This is an optimization exercise on Yosys and OpenROAD, whose aim is small area, a short achievable clock period and few clock cycles, not a production implementation. Only simulation tests tie the RTL to the original design; equivalence was not proved. The flow treats the clock pin as an ideal source. Dropping or thinning the clock tree relies on that and would not hold on a real chip. Power and IR drop assume default switching activity.

Setup of the previous run:
==> flow/design.v <==
module AEC(clk, rst, ascii_in, ready, valid, result);
input clk;
input rst;
input ready;
input [7:0] ascii_in;
output valid;
output [6:0] result;
reg valid_r;            
reg k_dig, k_pm, k_mul, k_lp, k_rp;    
reg [3:0] xv;           
wire active = k_dig | k_pm | k_mul | k_lp | k_rp;
wire inexpr = ready | active;
wire [7:0] a = ascii_in;
wire is_eq  = a[4] & a[3] & a[2];              
wire is_dig = a[6] | (a[4] & ~(a[3] & a[2]));  
wire is_op  = ~a[6] & ~a[4];                   
wire [2:0] a_inc = a[2:0] + 3'd1;
always @(posedge clk) begin
	if (rst) begin
		valid_r <= 1'b0;
		k_dig   <= 1'b0;
		k_pm    <= 1'b0;
		k_mul   <= 1'b0;
		k_lp    <= 1'b0;
		k_rp    <= 1'b0;
	end else begin
		valid_r <= inexpr & is_eq;
		k_dig   <= inexpr & is_dig;
		k_pm    <= inexpr & is_op & a[0] & (a[1] | a[2]);  
		k_mul   <= inexpr & is_op & ~a[0] & a[1];           
		k_lp    <= inexpr & is_op & ~a[0] & ~a[1];          
		k_rp    <= inexpr & is_op & a[0] & ~a[2] & ~a[1];   
	end
	xv <= a[6] ? {1'b1, a_inc} :
	      is_op ? {1'b0, a[2], 2'b00} :
	      a[3:0];
end
reg [6:0] A, B, K;
reg [13:0] E0, E1;        
reg [6:0] E2;             
reg [5:0] F;              
reg po;                   
wire [6:0] S_o = {7{k_rp & F[0]}} & E0[13:7];
wire [6:0] r0 = {7{xv[0]}} & B;
wire [6:0] r1 = {7{xv[1]}} & {B[5:0], 1'b0};
wire [6:0] r2 = {7{xv[2]}} & {B[4:0], 2'b0};
wire [6:0] r3 = ({7{xv[3]}} & {B[3:0], 3'b0}) | S_o | ({7{k_mul}} & ~B);
wire [6:0] s1 = r0 ^ r1 ^ r2;
wire [6:0] c1 = (r0 & r1) | (r0 & r2) | (r1 & r2);
wire [6:0] t1 = {c1[5:0], 1'b0};
wire [6:0] s2 = s1 ^ t1 ^ r3;
wire [6:0] c2 = (s1 & t1) | (s1 & r3) | (t1 & r3);
wire [6:0] t2 = {c2[5:0], k_mul};
wire [6:0] s3 = s2 ^ t2 ^ A;
wire [6:0] c3 = (s2 & t2) | (s2 & A) | (t2 & A);
wire [6:0] P = s2 + t2;
wire [6:0] Q = s3 + {c3[5:0], 1'b0};
wire [6:0] K_o = F[0] ? E0[6:0] : K;
wire [6:0] negK = ~K + 7'd1;
always @(posedge clk) begin
	if (~active) begin
		A <= 7'd0;
		B <= 7'd1;
		K <= 7'd1;
		F <= 6'd0;
	end else begin
		if (k_dig) begin
			A <= Q;
			B <= P;
		end else if (k_mul) begin
			A <= Q;
		end else if (k_pm) begin
			B <= xv[2] ? negK : K;
		end else if (k_lp) begin
			A <= 7'd0;
			K <= B;
		end else if (k_rp) begin
			A <= Q;
			B <= A;
			K <= K_o;
		end
		if (k_lp)
			F <= {F[4:0], po};
		else if (k_rp)
			F <= {1'b0, F[5:1]};
	end
	po <= k_mul | k_pm;
	if (k_lp & po) begin
		E0 <= {A, K};
		E1 <= E0;
		E2 <= E1[13:7];
	end else if (k_rp & F[0]) begin
		E0 <= E1;
		E1 <= {E2, 7'd1};
	end
end
assign valid  = valid_r;
assign result = A;
endmodule
Settings: LEC_CHECK=0, CAP_MARGIN=20, CORE_MARGIN=2, CORE_UTILIZATION=40, SLEW_MARGIN=20; clock period 14.0 ns.
standard.sh (not shown) runs the stock make flow with config.mk's settings and CLKGATE_MAP_FILE= SYNTH_SCRIPT=/design/flow/synth_recipe.tcl, a recipe that flattens the netlist after the stock synthesis.
==> flow/flow/run.sh <==
#!/bin/bash
# Runs the standard ORFS layout (standard.sh) with the extra make
# settings listed one per line in flow/make_args, and flow/pre_cts.tcl as
# the CTS step's PRE_CTS_TCL hook (it builds the clock tree itself).
# make's output goes to standard_flow.log; each ORFS step also writes its
# own log under orfs/logs/.
set -euo pipefail
mapfile -t extra < flow/make_args
bash standard.sh "${extra[@]}" "PRE_CTS_TCL=$PWD/flow/pre_cts.tcl" finish > standard_flow.log 2>&1
Other scripts of this flow, unchanged in this note and not shown: flow/flow/make_args, flow/flow/pre_cts.tcl
Testbench counts of the previous run, summed over its fixed seeds: cycles 27,544.
Here is what was changed in the inputs of the current run compared with the previous run.
- a change of CORE_UTILIZATION from 40 to 50
Notes after the runs:
Slew at the pin with the worst max-slew slack for the current run: 24 ps down relative to the previous run
Compared with the previous run, number of tapcells in the current run decreased by more than 10%.
The internal power consumption of the current run is lower than that of the previous run.
In every run of this note, the design's own scripts or RTL, not TritonCTS, make the clock network.


Setup of job 5026:
// AEC: RTL as listed in full above, without the edits since
Settings: LEC_CHECK=0, CAP_MARGIN=20, CORE_MARGIN=2, CORE_UTILIZATION=50, SLEW_MARGIN=20, TNS_END_PERCENT=0; clock period 14.0 ns.
==> flow/flow/make_args <==
SETUP_SLACK_MARGIN=10.5
BUFFER_PORTS_ARGS=-buffer_cell sky130_fd_sc_hd__buf_1
==> flow/flow/pre_cts.tcl <==
# Clock distribution for this small design: the clock port drives four
# clkbuf_16, one per quadrant of the clock sinks, each placed at the centre
# of its sinks and driving them directly.  TritonCTS builds a deeper tree
# (nine buffers in two levels) for the same sinks; here the CTS step's own
# clock_tree_synthesis call is turned into a no-op that only propagates the
# clock, and the rest of the step (legalisation, timing repair) runs as usual.
proc my_split_clock { } {
  set block [ord::get_db_block]
  set clknet [[$block findBTerm clk] getNet]
  set master [[ord::get_db] findMaster sky130_fd_sc_hd__clkbuf_16]
  set sinks {}
  foreach it [$clknet getITerms] {
    set loc [[$it getInst] getLocation]
    lappend sinks [list [lindex $loc 0] [lindex $loc 1] $it]
  }
  set sinks [lsort -integer -index 0 $sinks]
  set half [expr {([llength $sinks] + 1) / 2}]
  set groups {}
  foreach part [list [lrange $sinks 0 [expr {$half - 1}]] [lrange $sinks $half end]] {
    set part [lsort -integer -index 1 $part]
    set h [expr {([llength $part] + 1) / 2}]
    lappend groups [lrange $part 0 [expr {$h - 1}]] [lrange $part $h end]
  }
  set g 0
  foreach grp $groups {
    if { [llength $grp] == 0 } { continue }
    set buf [odb::dbInst_create $block $master clkbuf_q$g]
    set net [odb::dbNet_create $block clknet_q$g]
    $net setSigType CLOCK
    set sx 0
    set sy 0
    foreach s $grp {
      set it [lindex $s 2]
      incr sx [lindex $s 0]
      incr sy [lindex $s 1]
      $it disconnect
      $it connect $net
    }
    [$buf findITerm A] connect $clknet
    [$buf findITerm X] connect $net
    $buf setLocation [expr {$sx / [llength $grp]}] [expr {$sy / [llength $grp]}]
    $buf setPlacementStatus PLACED
    puts "clock buffer clkbuf_q$g drives [llength $grp] sinks"
    incr g
  }
}

my_split_clock
rename clock_tree_synthesis my_unused_clock_tree_synthesis
proc clock_tree_synthesis { args } {
  set_propagated_clock [all_clocks]
  puts "clock_tree_synthesis skipped: the clock tree was built in PRE_CTS_TCL"
}
Scripts as last shown in full above: flow/flow/run.sh
Job 5026 reached the final stage; the timing, design-rule and antenna checks on its layout passed.
Testbench counts of job 5026, summed over its fixed seeds: cycles 27,544.
### job 5026 -> job 6580
diff --git a/flow/config.mk b/flow/config.mk
--- a/flow/config.mk
+++ b/flow/config.mk
@@ -10,3 +10,3 @@
 export CORE_UTILIZATION = 50
 export SLEW_MARGIN = 20
-export TNS_END_PERCENT = 0
+export TNS_END_PERCENT = 10
==> comparison <==
Summary of job 6580 over job 5026: finished layout cell area now sits at about the same level; post-layout net count now sits at about the same level; total met2 wirelength after detailed routing now sits at about the same level.
~same flip-flop and latch count in job 5026 and job 6580
As far as full die area goes, job 5026 and job 6580 are indistinguishable; the numbers are identical.
The share of power burned in registers on job 6580 is in line with that on job 5026.
Core area delta (job 6580 -> job 5026): insignificant
Input-level comparison between job 2830 and job 6580:
diff --git a/flow/config.mk b/flow/config.mk
--- a/flow/config.mk
+++ b/flow/config.mk
@@ -6,7 +6,7 @@
 export NUM_CORES = 4
 export LEC_CHECK = 0
+export ABC_AREA = 1
 export CAP_MARGIN = 20
 export CORE_MARGIN = 2
 export CORE_UTILIZATION = 50
 export SLEW_MARGIN = 20
-export TNS_END_PERCENT = 10
==> comparison <==
Job 2830 vs job 6580: standard cell core area up by a few percent. Comparing job 2830 and job 6580, the higher core utilization of the finished layout was measured on job 6580. Summary of job 2830 over job 6580: sequential share of power has remained practically unchanged, via density per instance has decreased, routed metal-1 wire length has increased. Job 6580 leaves less setup margin than job 2830. Changes observed in job 2830 relative to job 6580: combinational-cell power consumption fell by 6.3%; multi-input combinational area share fell by 1.7 points.
diff inputs: job 2830 => job 3604
diff --git a/flow/config.mk b/flow/config.mk
--- a/flow/config.mk
+++ b/flow/config.mk
@@ -6,7 +6,6 @@
 export NUM_CORES = 4
 export LEC_CHECK = 0
-export ABC_AREA = 1
-export CAP_MARGIN = 20
+export CAP_MARGIN = 0
 export CORE_MARGIN = 2
 export CORE_UTILIZATION = 50
-export SLEW_MARGIN = 20
+export SLEW_MARGIN = 0
## What came out
- Job 3604 reached the end of the flow, and the finished layout is clean on the timing, design-rule and antenna checks.
- Going from job 2830 to job 3604, full die area now smaller, areal power density over the cells now larger, final period demand of the worst path now smaller.
Input-level comparison between job 2566 and job 3604:
==> flow/flow/make_args <==
SETUP_SLACK_MARGIN=10.45
BUFFER_PORTS_ARGS=-buffer_cell sky130_fd_sc_hd__buf_1
diff --git a/flow/config.mk b/flow/config.mk
--- a/flow/config.mk
+++ b/flow/config.mk
@@ -6,6 +6,6 @@
 export NUM_CORES = 4
 export LEC_CHECK = 0
-export CAP_MARGIN = 0
+export CAP_MARGIN = 20
 export CORE_MARGIN = 2
 export CORE_UTILIZATION = 50
-export SLEW_MARGIN = 0
+export SLEW_MARGIN = 20
Notes after the runs:
Having completed the whole flow, job 2566 delivered a layout that passed the timing, design-rule and antenna checks.
Final clock period utilization by the worst path for job 2566: 0.47 points up relative to job 3604
Combinational power delta for job 2566 relative to job 3604: about 8% lower
Job 2566 against job 3604: clock skew neither gained nor lost much, setup slack has decreased, global-route usage over all layers now sits higher, power after layout decreased by 0.0029 mW relative to the old numbers.
No run of this note takes its clock network from TritonCTS; it comes from the design's own scripts or RTL.

==> port drivers added, routing unchanged <==
No port has a modelled driver above. Below, the same layouts with a new extraction and two added sets of constraints. Step 1 (the two cells are an assumption about what drives the block):
set clk [get_ports {clk}]
set_driving_cell -lib_cell sky130_fd_sc_hd__clkbuf_16 $clk
set_driving_cell -lib_cell sky130_fd_sc_hd__buf_2 [delete_from_list [all_inputs] $clk]
Step 2 adds t to the input delays and takes it off the output delays; t is the mean of the earliest and latest rising clock arrival at the registers after step 1. Input paths then give back, and output paths get back, about the clock's delay inside the block. Three values: no drivers, after step 1, after step 2; two values: the first two.
| run | t, ns | slack for setup (ns) | clock arrival spread, ns |
|---|---|---|---|
| the previous run | 0.218 | 10.518 / 10.440 / 10.437 | 0.007 / 0.007 |
| the current run | 0.225 | 10.541 / 10.459 / 10.416 | 0.010 / 0.009 |
| job 5026 | 0.224 | 10.501 / 10.419 / 10.399 | 0.009 / 0.010 |
| job 6580 | 0.224 | 10.501 / 10.419 / 10.399 | 0.009 / 0.010 |
| job 2830 | 0.222 | 10.528 / 10.448 / 10.392 | 0.009 / 0.009 |
| job 3604 | 0.225 | 10.541 / 10.459 / 10.415 | 0.010 / 0.010 |
| job 2566 | 0.221 | 10.476 / 10.397 / 10.424 | 0.011 / 0.012 |
After both steps every run listed still meets setup and hold. The setup slack of job 2830, which loses most, moves by -0.080 ns with the drivers and by -0.136 ns with both steps.
